What follows belongs to an exercise in optimizing a design on an open flow for small area, a short achievable clock period and few clock cycles per item; a production flow would make more cautious choices. Only simulation tests tie the RTL to the original design; equivalence was not proved. Power figures rest on the tool's default switching activity, not on a simulated workload.

job 9587:
## onp_calc
module onp_calc(
    input clk,
    input rst,
    input [3:0] in_data,
    input wr_data,
    output [31:0] result,
    output result_ready
    );
    reg  [23:0] P;
    reg         ps;
    reg  [20:0] S;
    reg  [13:0] M;
    reg         ms;
    reg         szero;    
    reg   [1:0] nic;      
    reg         pmul;     
    reg         rdy;
    reg         init;
    reg t_dig, t_pm, t_sub, t_mul, t_eq, t_lp, t_rp;
    reg x2, x4, x8, xs, y1, y2, yn;
    wire clr = rdy | init;
    wire tv  = t_dig | t_pm | t_mul | t_eq | t_lp | t_rp;
    reg [2:0] fst [0:4];
    wire inh = ~pmul;
    wire [2:0] ftop = fst[0];
    wire f_szero = ftop[2], f_inh = ftop[1], f_ms = ftop[0];
    integer i;
    always @(posedge clk)
        if (t_lp) begin
            fst[0] <= {szero, inh, ms};
            for (i = 1; i < 5; i = i + 1) fst[i] <= fst[i-1];
        end else if (t_rp) begin
            for (i = 0; i < 4; i = i + 1) fst[i] <= fst[i+1];
        end
    reg ps_nx;
    always @* begin
        ps_nx = ps;
        if (clr | t_rp | t_eq) ps_nx = 1'b0;
        else if (t_pm) ps_nx = ms ^ t_sub;
    end
    wire [3:0] d = in_data;
    wire w_dig = wr_data & ~(d[3] & (d[2] | d[1]));
    wire w_as  = wr_data & (d == 4'hA || d == 4'hB || d == 4'hD || d == 4'hF);
    always @(posedge clk) begin
        t_dig <= w_dig;
        t_pm  <= wr_data & (d == 4'hA || d == 4'hB);
        t_mul <= wr_data & (d == 4'hC);
        t_eq  <= wr_data & (d == 4'hD);
        t_lp  <= wr_data & (d == 4'hE);
        t_rp  <= wr_data & (d == 4'hF);
        x2 <= w_dig & (d == 4'd2 || d == 4'd3);
        x4 <= w_dig & (d == 4'd4 || d == 4'd5 || d == 4'd6);
  ...
Settings: LEC_CHECK=0, CAP_MARGIN=20, CORE_MARGIN=2, CORE_UTILIZATION=40, CTS_BUF_LIST=sky130_fd_sc_hd__clkbuf_4 sky130_fd_sc_hd__clkbuf_8, SLEW_MARGIN=20; clock period 9.0 ns.
standard.sh (not shown) runs the stock make flow with config.mk's settings and CLKGATE_MAP_FILE= SYNTH_SCRIPT=/design/flow/synth_recipe.tcl, a recipe that flattens the netlist after the stock synthesis.
==> flow/flow/run.sh <==
#!/bin/bash
set -euo pipefail
MARGIN=6.0
bash standard.sh synth > synth.log 2>&1
bash standard.sh SETUP_SLACK_MARGIN=$MARGIN "BUFFER_PORTS_ARGS=-buffer_cell sky130_fd_sc_hd__buf_2" finish > layout.log 2>&1
Testbench counts of job 9587, summed over its fixed seeds: cycles 30,450, exprs 2,400.
Here is what was changed in the inputs of job 7925 compared with job 9587.
# job 9587
export LEC_CHECK = 0
export CAP_MARGIN = 20
export CORE_MARGIN = 2
export CORE_UTILIZATION = 40
export CTS_BUF_LIST = sky130_fd_sc_hd__clkbuf_4 sky130_fd_sc_hd__clkbuf_8
export SLEW_MARGIN = 20
create_clock -name core_clock -period 9.0 [get_ports {clk}]
# job 7925
export LEC_CHECK = 0
export CAP_MARGIN = 20
export CORE_MARGIN = 2
export CORE_UTILIZATION = 40
export CTS_BUF_LIST = sky130_fd_sc_hd__clkbuf_8
export SLEW_MARGIN = 20
create_clock -name core_clock -period 9.0 [get_ports {clk}]
==> notes.md <==
- There was hardly any difference in sequential share of layout area between job 7925 and job 9587.
- Job 7925 vs. job 9587: final critical delay including setup and external delays shows a reduction of 3.3 ps, total power went down by about 0.6%.


== job 101 ==
The RTL this note starts from:
==> flow/design.v <==
module onp_calc(
    input clk,
    input rst,
    input [3:0] in_data,
    input wr_data,
    output [31:0] result,
    output result_ready
    );
    reg  [23:0] P;
    reg         ps;
    reg  [20:0] S;
    reg  [13:0] M;
    reg         ms;
    reg         szero;    
    reg   [1:0] nic;      
    reg         pmul;     
    reg         rdy;
    reg         init;
    reg t_dig, t_pm, t_sub, t_mul, t_eq, t_lp, t_rp;
    reg x2, x4, x8, xs, y1, y2, yn;
    wire clr = rdy | init;
    wire tv  = t_dig | t_pm | t_mul | t_eq | t_lp | t_rp;
    reg [2:0] fst [0:4];
    wire inh = ~pmul;
    wire [2:0] ftop = fst[0];
    wire f_szero = ftop[2], f_inh = ftop[1], f_ms = ftop[0];
    integer i;
    always @(posedge clk)
        if (t_lp) begin
            fst[0] <= {szero, inh, ms};
            for (i = 1; i < 5; i = i + 1) fst[i] <= fst[i-1];
        end else if (t_rp) begin
            for (i = 0; i < 4; i = i + 1) fst[i] <= fst[i+1];
        end
    reg ps_nx;
    always @* begin
        ps_nx = ps;
        if (clr | t_rp | t_eq) ps_nx = 1'b0;
        else if (t_pm) ps_nx = ms ^ t_sub;
    end
    wire [3:0] d = in_data;
    wire w_dig = wr_data & ~(d[3] & (d[2] | d[1]));
    wire w_as  = wr_data & (d == 4'hA || d == 4'hB || d == 4'hD || d == 4'hF);
    always @(posedge clk) begin
        t_dig <= w_dig;
        t_pm  <= wr_data & (d == 4'hA || d == 4'hB);
        t_mul <= wr_data & (d == 4'hC);
        t_eq  <= wr_data & (d == 4'hD);
        t_lp  <= wr_data & (d == 4'hE);
        t_rp  <= wr_data & (d == 4'hF);
        x2 <= w_dig & (d == 4'd2 || d == 4'd3);
        x4 <= w_dig & (d == 4'd4 || d == 4'd5 || d == 4'd6);
        x8 <= w_dig & (d == 4'd7 || d == 4'd8 || d == 4'd9);
        xs <= w_as;
        y1 <= (w_dig & (d == 4'd1 || d == 4'd3 || d == 4'd5 || d == 4'd9)) | (w_as & ~ps_nx);
        y2 <= w_dig & (d == 4'd6);
        yn <= (w_dig & (d == 4'd7)) | (w_as & ps_nx);
    end
    always @(posedge clk)
        t_sub <= d[0];
    wire [23:0] X = ({24{x2}} & {P[22:0], 1'b0})
                  | ({24{x4}} & {P[21:0], 2'b0})
                  | ({24{x8}} & {P[20:0], 3'b0})
                  | ({24{xs}} & {{3{S[20]}}, S});
    wire [23:0] Y = ({24{y1}} & P)
                  | ({24{y2}} & {P[22:0], 1'b0})
                  | ({24{yn}} & ~P);
    wire [24:0] sum1 = {X, 1'b1} + {Y, yn};
    wire [23:0] sum = sum1[24:1];
    reg [16:0] s0;
    reg [10:0] s1;
    reg [4:0]  s2;
    reg [1:0]  sc;
    reg [7:0]  msave;
    wire push_s = t_lp & ~szero;
    wire pop_s  = t_rp & ~f_szero;
    always @(posedge clk) begin
        if (push_s && sc == 2'd0) s0 <= S[16:0];
        if (push_s && sc == 2'd1) s1 <= S[10:0];
        if (push_s && sc == 2'd2) s2 <= S[4:0];
        if (t_lp & ~inh) msave <= M[7:0];
    end
    wire [16:0] pop_sv = sc == 2'd1 ? s0 : sc == 2'd2 ? {{6{s1[10]}}, s1} : {{12{s2[4]}}, s2};
    always @(posedge clk)
        if (clr) sc <= 2'd0;
        else if (push_s) sc <= sc + 2'd1;
        else if (pop_s) sc <= sc - 2'd1;
    always @(posedge clk or posedge rst)
        if (rst) begin
            rdy <= 1'b0;
            init <= 1'b1;
        end else begin
            init <= 1'b0;
            rdy <= t_eq;
        end
    always @(posedge clk)
        if (clr) begin
            szero <= 1'b1;
            nic <= 2'd0;
            pmul <= 1'b0;
        end else if (tv) begin
            pmul <= t_mul;
            if (t_pm) szero <= 1'b0;
            if (t_lp) begin
                szero <= 1'b1;
                if (~inh) nic <= nic + 2'd1;
            end
            if (t_rp) begin
                szero <= f_szero;
                if (~f_inh) nic <= nic - 2'd1;
            end
        end
    always @(posedge clk) begin
        ps <= ps_nx;
        if (clr) begin
            P <= 24'd1;
            S <= 21'd0;
            M <= 14'd1;
            ms <= 1'b0;
        end else begin
            if (t_dig | t_rp | t_eq) P <= sum;
            if (t_pm) begin
                S <= sum[20:0];
                P <= {{10{M[13]}}, M};
            end
            if (t_lp) begin
                S <= 21'd0;
                if (~inh) M <= P[13:0];
                ms <= ps;
            end
            if (t_rp) begin
                S <= f_szero ? 21'd0 : {{4{pop_sv[16]}}, pop_sv};
                ms <= f_ms;
                if (~f_inh) M <= (nic == 2'd1) ? 14'd1 : {{6{msave[7]}}, msave};
            end
        end
    end
    assign result = {{8{P[23]}}, P};
    assign result_ready = rdy;
endmodule
clock: 9.0 ns
lec_check: 0
cap_margin: 20
core_margin: 2
core_utilization: 40
slew_margin: 20
==> flow/flow/run.sh <==
#!/bin/bash
set -euo pipefail
MARGIN=${MARGIN:-6.0}
bash standard.sh synth > synth.log 2>&1
bash standard.sh SETUP_SLACK_MARGIN=$MARGIN "BUFFER_PORTS_ARGS=-buffer_cell sky130_fd_sc_hd__buf_2" finish > layout.log 2>&1
Job 101 reached the final stage; the timing, design-rule and antenna checks on its layout passed.
Testbench counts of job 101, summed over its fixed seeds: cycles 30,450, exprs 2,400.
The following lists how job 102 was set up differently from job 101:
diff --git a/flow/flow/run.sh b/flow/flow/run.sh
--- a/flow/flow/run.sh
+++ b/flow/flow/run.sh
@@ -2,3 +2,3 @@
 set -euo pipefail
-MARGIN=${MARGIN:-6.0}
+MARGIN=6.0
 bash standard.sh synth > synth.log 2>&1
diff --git a/flow/config.mk b/flow/config.mk
--- a/flow/config.mk
+++ b/flow/config.mk
@@ -9,3 +9,3 @@
 export CORE_MARGIN = 2
-export CORE_UTILIZATION = 40
+export CORE_UTILIZATION = 70
 export SLEW_MARGIN = 20
[summary]
On job 102: relative area change from synthesis to final layout is 0.60 points higher than what job 101 gave. Job 101 → job 102: count of buffers added by post-CTS timing repair for setup has increased; total number of vias higher; final-layout clock buffer total lost 3; height of the die shrank by 24%. Est. power | job 102 vs job 101 | job 102 higher. Area after detailed placement was lower in the run labelled job 102. Compared with job 101, job 102 degrades detailed-route wire length.
The inputs of job 103 differ from those of job 102 as listed below.
diff --git a/flow/flow/run.sh b/flow/flow/run.sh
--- a/flow/flow/run.sh
+++ b/flow/flow/run.sh
@@ -2,3 +2,3 @@
 set -euo pipefail
-MARGIN=6.0
+MARGIN=6.2
 bash standard.sh synth > synth.log 2>&1
diff --git a/flow/config.mk b/flow/config.mk
--- a/flow/config.mk
+++ b/flow/config.mk
@@ -9,3 +9,4 @@
 export CORE_MARGIN = 2
-export CORE_UTILIZATION = 70
+export CORE_UTILIZATION = 40
+export CTS_BUF_LIST = sky130_fd_sc_hd__clkbuf_8
 export SLEW_MARGIN = 20
--- outcome ---
[compare] base=job 102 new=job 103: register share of total power up 4.2 points; total wire length picked up an extra about 5%; instance area after placement went up; area occupied by registers grew by about 1.7%; post-layout instance count excluding filler cells now larger. Job 103 ended up with a lower switching power of the nets than job 102 did. Last element of the critical path: P[22] -> job 103, result[15] -> job 102. The run showing the smaller biggest cell delay along the critical path is job 103. Taking job 102 as the reference point, the arrival time of the worst setup path of job 103 rises by 2.08 ns.
Setup changes, job 103 to job 104
diff --git a/flow/flow/run.sh b/flow/flow/run.sh
--- a/flow/flow/run.sh
+++ b/flow/flow/run.sh
@@ -2,3 +2,3 @@
 set -euo pipefail
-MARGIN=6.2
+MARGIN=5.8
 bash standard.sh synth > synth.log 2>&1
Findings:
Power per unit of standard cell area (job 104 / job 103): 1.07. Job 104 vs. job 103: minimum period implied by the final worst setup slack went up; data-path buffer share of cell area in the final layout decreased by 5.2 points relative to the old numbers. The lower logic depth of the worst path, buffers included of job 104 and job 103 is in job 104. The buffer count excluding the clock tree in the final layout of job 104 is lower than that of job 103. In the tables for job 104 and job 103, delay of the slowest cell on the worst path reads higher with job 104. The lower final setup slack of the worst path of job 104 and job 103 is in job 104. [compare] base=job 103 new=job 104: sequential power increased by about 2% relative to the old numbers, fmax decreased by about 3.7% relative to the old numbers, worst clock skew closely matched the old numbers.


Starts from the design.v that is shown in full above.
clock: 9.0 ns
lec_check: 0
cap_margin: 20
core_margin: 2
core_utilization: 40
cts_buf_list: sky130_fd_sc_hd__clkbuf_8
cts_cluster_diameter: 100
cts_cluster_size: 20
slew_margin: 20
==> flow/flow/run.sh <==
#!/bin/bash
set -euo pipefail
MARGIN=6.0
bash standard.sh synth > synth.log 2>&1
bash standard.sh SETUP_SLACK_MARGIN=$MARGIN "BUFFER_PORTS_ARGS=-buffer_cell sky130_fd_sc_hd__buf_2" finish > layout.log 2>&1
The first run went through all stages and came out clean.
Testbench counts at the start, summed over its fixed seeds: cycles 30,450, exprs 2,400.
Edit:
==> flow/flow/run.sh (replaced) <==
#!/bin/bash
set -euo pipefail
MARGIN=6.0
bash standard.sh synth > synth.log 2>&1
bash standard.sh SETUP_SLACK_MARGIN=$MARGIN "BUFFER_PORTS_ARGS=-buffer_cell sky130_fd_sc_hd__buf_1" finish > layout.log 2>&1
CTS_CLUSTER_DIAMETER = default   (was 100)
CTS_CLUSTER_SIZE = default   (was 20)
Area after synthesis does not change.
Total power came out lower by about 1.5%.
Setup slack is worse by 0.021 ns.
Flip-flop and latch count does not change.
Utilization goes down by 0.34 points.
Fmax drops by about 0.7%.
Clock-buffer cell count stays the same.
Wire length came out lower by about 1.7%.
Via count hardly moves.


Setup of main:
RTL: the design.v shown in full above, as it stands there.
Settings: LEC_CHECK=0, CAP_MARGIN=20, CORE_MARGIN=2, CORE_UTILIZATION=40, CTS_BUF_LIST=sky130_fd_sc_hd__clkbuf_8, PLACE_DENSITY=0.75, SLEW_MARGIN=20; clock period 9.0 ns.
==> flow/flow/run.sh <==
#!/bin/bash
set -euo pipefail
MARGIN=6.0
bash standard.sh synth > synth.log 2>&1
bash standard.sh SETUP_SLACK_MARGIN=$MARGIN "BUFFER_PORTS_ARGS=-buffer_cell sky130_fd_sc_hd__buf_2" finish > layout.log 2>&1
Testbench counts of main, summed over its fixed seeds: cycles 30,450, exprs 2,400.
The inputs of the feature branch differ from those of main as listed below.
Settings: CTS_CLUSTER_SIZE now 30, previously not set; PLACE_DENSITY no longer set, was 0.75; CTS_CLUSTER_DIAMETER now 150, previously not set.
==> notes.md <==
The feature branch ends up with lower clock-buffer cell count than main does. | post-layout total power | lower: main |. On filler-free cell count of the finished design, main and the feature branch are neck and neck. The feature branch vs. main: fraction of area in non-clock buffers saw little to no change; summed negative setup slack over all endpoints saw little to no change.


P:
Another version of the RTL of onp_calc (not shown whole).
For scale: roughly 1,400 cells after synthesis, ~9600 µm² of cells after synthesis.
export LEC_CHECK = 0
export ABC_AREA = 1
export CAP_MARGIN = 20
export CORE_MARGIN = 2
export CORE_UTILIZATION = 40
export SLEW_MARGIN = 20
create_clock -name core_clock -period 9.0 [get_ports {clk}]
run.sh (not shown) runs the stock make flow with config.mk's settings and CLKGATE_MAP_FILE= SYNTH_SCRIPT=/design/flow/synth_recipe.tcl, a recipe that flattens the netlist after the stock synthesis.
Stock flow here: none of the scripts above is used.
Testbench counts of P, summed over its fixed seeds: cycles 30,450, exprs 2,400.
What Q does differently from P at the input level:
Settings: ABC_AREA no longer set, was 1.
==> flow/flow/run.sh (new file) <==
#!/bin/bash
# Standard synthesis, then the standard layout with repair_timing aiming for
# 6 ns of setup slack (the clock and constraints are the design's own).
set -euo pipefail
bash standard.sh synth > synth.log 2>&1
bash standard.sh SETUP_SLACK_MARGIN=6.0 finish > layout.log 2>&1
==> flow/standard.sh (new file) <==
#!/bin/bash
# synth_recipe.tcl (not shown) runs the flow's synth.tcl, then flattens the netlist and writes it again
# the make line also repeats each setting of config.mk as NAME=value (left out here)
make -C /OpenROAD-flow-scripts/flow DESIGN_CONFIG=/design/flow/config.mk WORK_HOME=/design/flow/orfs CLKGATE_MAP_FILE= SYNTH_SCRIPT=/design/flow/synth_recipe.tcl "${@:-finish}"
removed: flow/run.sh
--- outcome ---
Post-route cell area went up slightly going from P to Q.
P has a higher clock power than Q.
Looking only at leakage power of the design, and setting everything else aside, the lower value of Q and P goes to Q.
Fmax: Q above P
Relative to P, sequential power share has increased by 0.2 points in Q.
Q vs P, maximum number of pins on one net before global-route repair went down by about 27%.
Q vs. P: non-clock buffer count in the final layout now sits higher, post-detailed-routing wire length increased about 0.64%, met2 wirelength from detailed routing rose 2.4%, register-to-register slack moved up.
Edits applied to the flow inputs when going from Q to R:
==> flow/run.sh (new file) <==
#!/bin/bash
# synth_recipe.tcl (not shown) runs the flow's synth.tcl, then flattens the netlist and writes it again
# the make line also repeats each setting of config.mk as NAME=value (left out here)
make -C /OpenROAD-flow-scripts/flow DESIGN_CONFIG=/design/flow/config.mk WORK_HOME=/design/flow/orfs CLKGATE_MAP_FILE= SYNTH_SCRIPT=/design/flow/synth_recipe.tcl finish
removed: flow/flow/run.sh
removed: flow/standard.sh
Notes after the runs:
R did not stop at any stage, and its layout met the timing, design-rule and antenna checks. From Q to R the numbers moved as follows: post-layout minimum cycle time moved up, die outline width saw little to no change, count of final max-slew check failures roughly the same.
#### Input delta (S over R)
==> flow/flow/run.sh (new file) <==
#!/bin/bash
set -euo pipefail
bash standard.sh synth > synth.log 2>&1
bash standard.sh SETUP_SLACK_MARGIN=6.0 "BUFFER_PORTS_ARGS=-buffer_cell sky130_fd_sc_hd__buf_2" finish > layout.log 2>&1
==> flow/standard.sh (new file) <==
#!/bin/bash
# synth_recipe.tcl (not shown) runs the flow's synth.tcl, then flattens the netlist and writes it again
# the make line also repeats each setting of config.mk as NAME=value (left out here)
make -C /OpenROAD-flow-scripts/flow DESIGN_CONFIG=/design/flow/config.mk WORK_HOME=/design/flow/orfs CLKGATE_MAP_FILE= SYNTH_SCRIPT=/design/flow/synth_recipe.tcl "${@:-finish}"
removed: flow/run.sh
## What came out
- Compared with R, in S fraction of area in registers has decreased, global-route usage rose 1.0 points, worst setup slack after layout saw an increase.
- Compared with R, S shows power consumption that has gone up by a few percent.
- For the layout-stage area growth over the synthesis result, S came in 8.3 points higher than R did.
- Compared with R, S shows share of the core filled with cells in the final layout higher by 3.4 points.
- Compared with R, S shows a higher count of non-CTS buffers in the layout.
- Against R, global-route wire length before repair in S rose by a few percent.
- Delta (S minus R): required time at the endpoint of the critical path now larger; number of cells in the finished layout apart from fillers now larger.
### S -> T
Settings: SLEW_MARGIN changed from 20 to 70.
==> flow/run.sh (new file) <==
#!/bin/bash
# synth_recipe.tcl (not shown) runs the flow's synth.tcl, then flattens the netlist and writes it again
# the make line also repeats each setting of config.mk as NAME=value (left out here)
make -C /OpenROAD-flow-scripts/flow DESIGN_CONFIG=/design/flow/config.mk WORK_HOME=/design/flow/orfs CLKGATE_MAP_FILE= SYNTH_SCRIPT=/design/flow/synth_recipe.tcl finish
removed: flow/flow/run.sh
removed: flow/standard.sh
==> comparison <==
Changes observed in T relative to S: fmax dropped 11%, critical path depth fell by 10, number of logic inverters in the finished layout now sits lower, proportion of cell area occupied by registers higher, power shows a reduction of about 2.6%.
Looking at setup slack after layout across S and T, the one that comes out higher is S.
T vs. S: layout overhead on the synthesized area -5.2 points, cell area has decreased.

[what the ideal ports hide]
No port has a modelled driver above. Below, the same layouts with a new extraction and two added sets of constraints. Step 1, drivers: a clkbuf_16 drives clk and a buf_2 each remaining input, both assumed. Step 2 moves the port delays by t, midway between the first and last clock arrival at a register: inputs arrive t later, outputs are due t later. That takes back most of the time a late clock gives input paths. a / b / c = ideal ports / drivers / drivers and shift; a / b = the first two.
| run | shift t [ns] | setup slack, ns | latest minus earliest clock arrival (ns) | worst register clock-pin slew, ns |
|---|---|---|---|---|
| job 9587 | 0.498 | 6.071 / 6.032 / 6.090 | 0.014 / 0.014 | 0.09 / 0.09 |
| job 7925 | 0.498 | 6.075 / 6.035 / 6.090 | 0.014 / 0.015 | 0.09 / 0.09 |
| job 101 | 0.472 | 6.031 / 5.988 / 6.072 | 0.013 / 0.013 | 0.06 / 0.06 |
| job 102 | 0.579 | 6.040 / 6.003 / 6.057 | 0.007 / 0.008 | 0.06 / 0.06 |
| job 103 | 0.512 | 6.091 / 6.082 / 6.091 | 0.015 / 0.016 | 0.09 / 0.09 |
| job 104 | 0.502 | 5.981 / 5.942 / 5.995 | 0.018 / 0.018 | 0.09 / 0.09 |
| the first run of note 3 | 0.498 | 6.075 / 6.035 / 6.090 | 0.014 / 0.015 | 0.09 / 0.09 |
| the second run of note 3 | 0.502 | 6.054 / 6.014 / 6.065 | 0.023 / 0.023 | 0.09 / 0.09 |
| main | 0.489 | 6.042 / 6.001 / 6.067 | 0.012 / 0.012 | 0.08 / 0.08 |
| the feature branch | 0.498 | 6.075 / 6.035 / 6.090 | 0.014 / 0.015 | 0.09 / 0.09 |
| P | 0.475 | 5.488 / 5.488 / 5.488 | 0.017 / 0.016 | 0.07 / 0.07 |
| Q | 0.470 | 5.929 / 5.929 / 5.847 | 0.013 / 0.014 | 0.07 / 0.07 |
| R | 0.474 | 5.286 / 5.286 / 5.286 | 0.012 / 0.012 | 0.07 / 0.07 |
| S | 0.482 | 5.934 / 5.934 / 5.934 | 0.021 / 0.020 | 0.08 / 0.08 |
| T | 0.473 | 5.548 / 5.505 / 5.765 | 0.010 / 0.010 | 0.07 / 0.07 |
After both steps every run listed still meets setup and hold. The setup slack of Q, which loses most, moves by 0.000 ns with the drivers and by -0.082 ns with both steps.
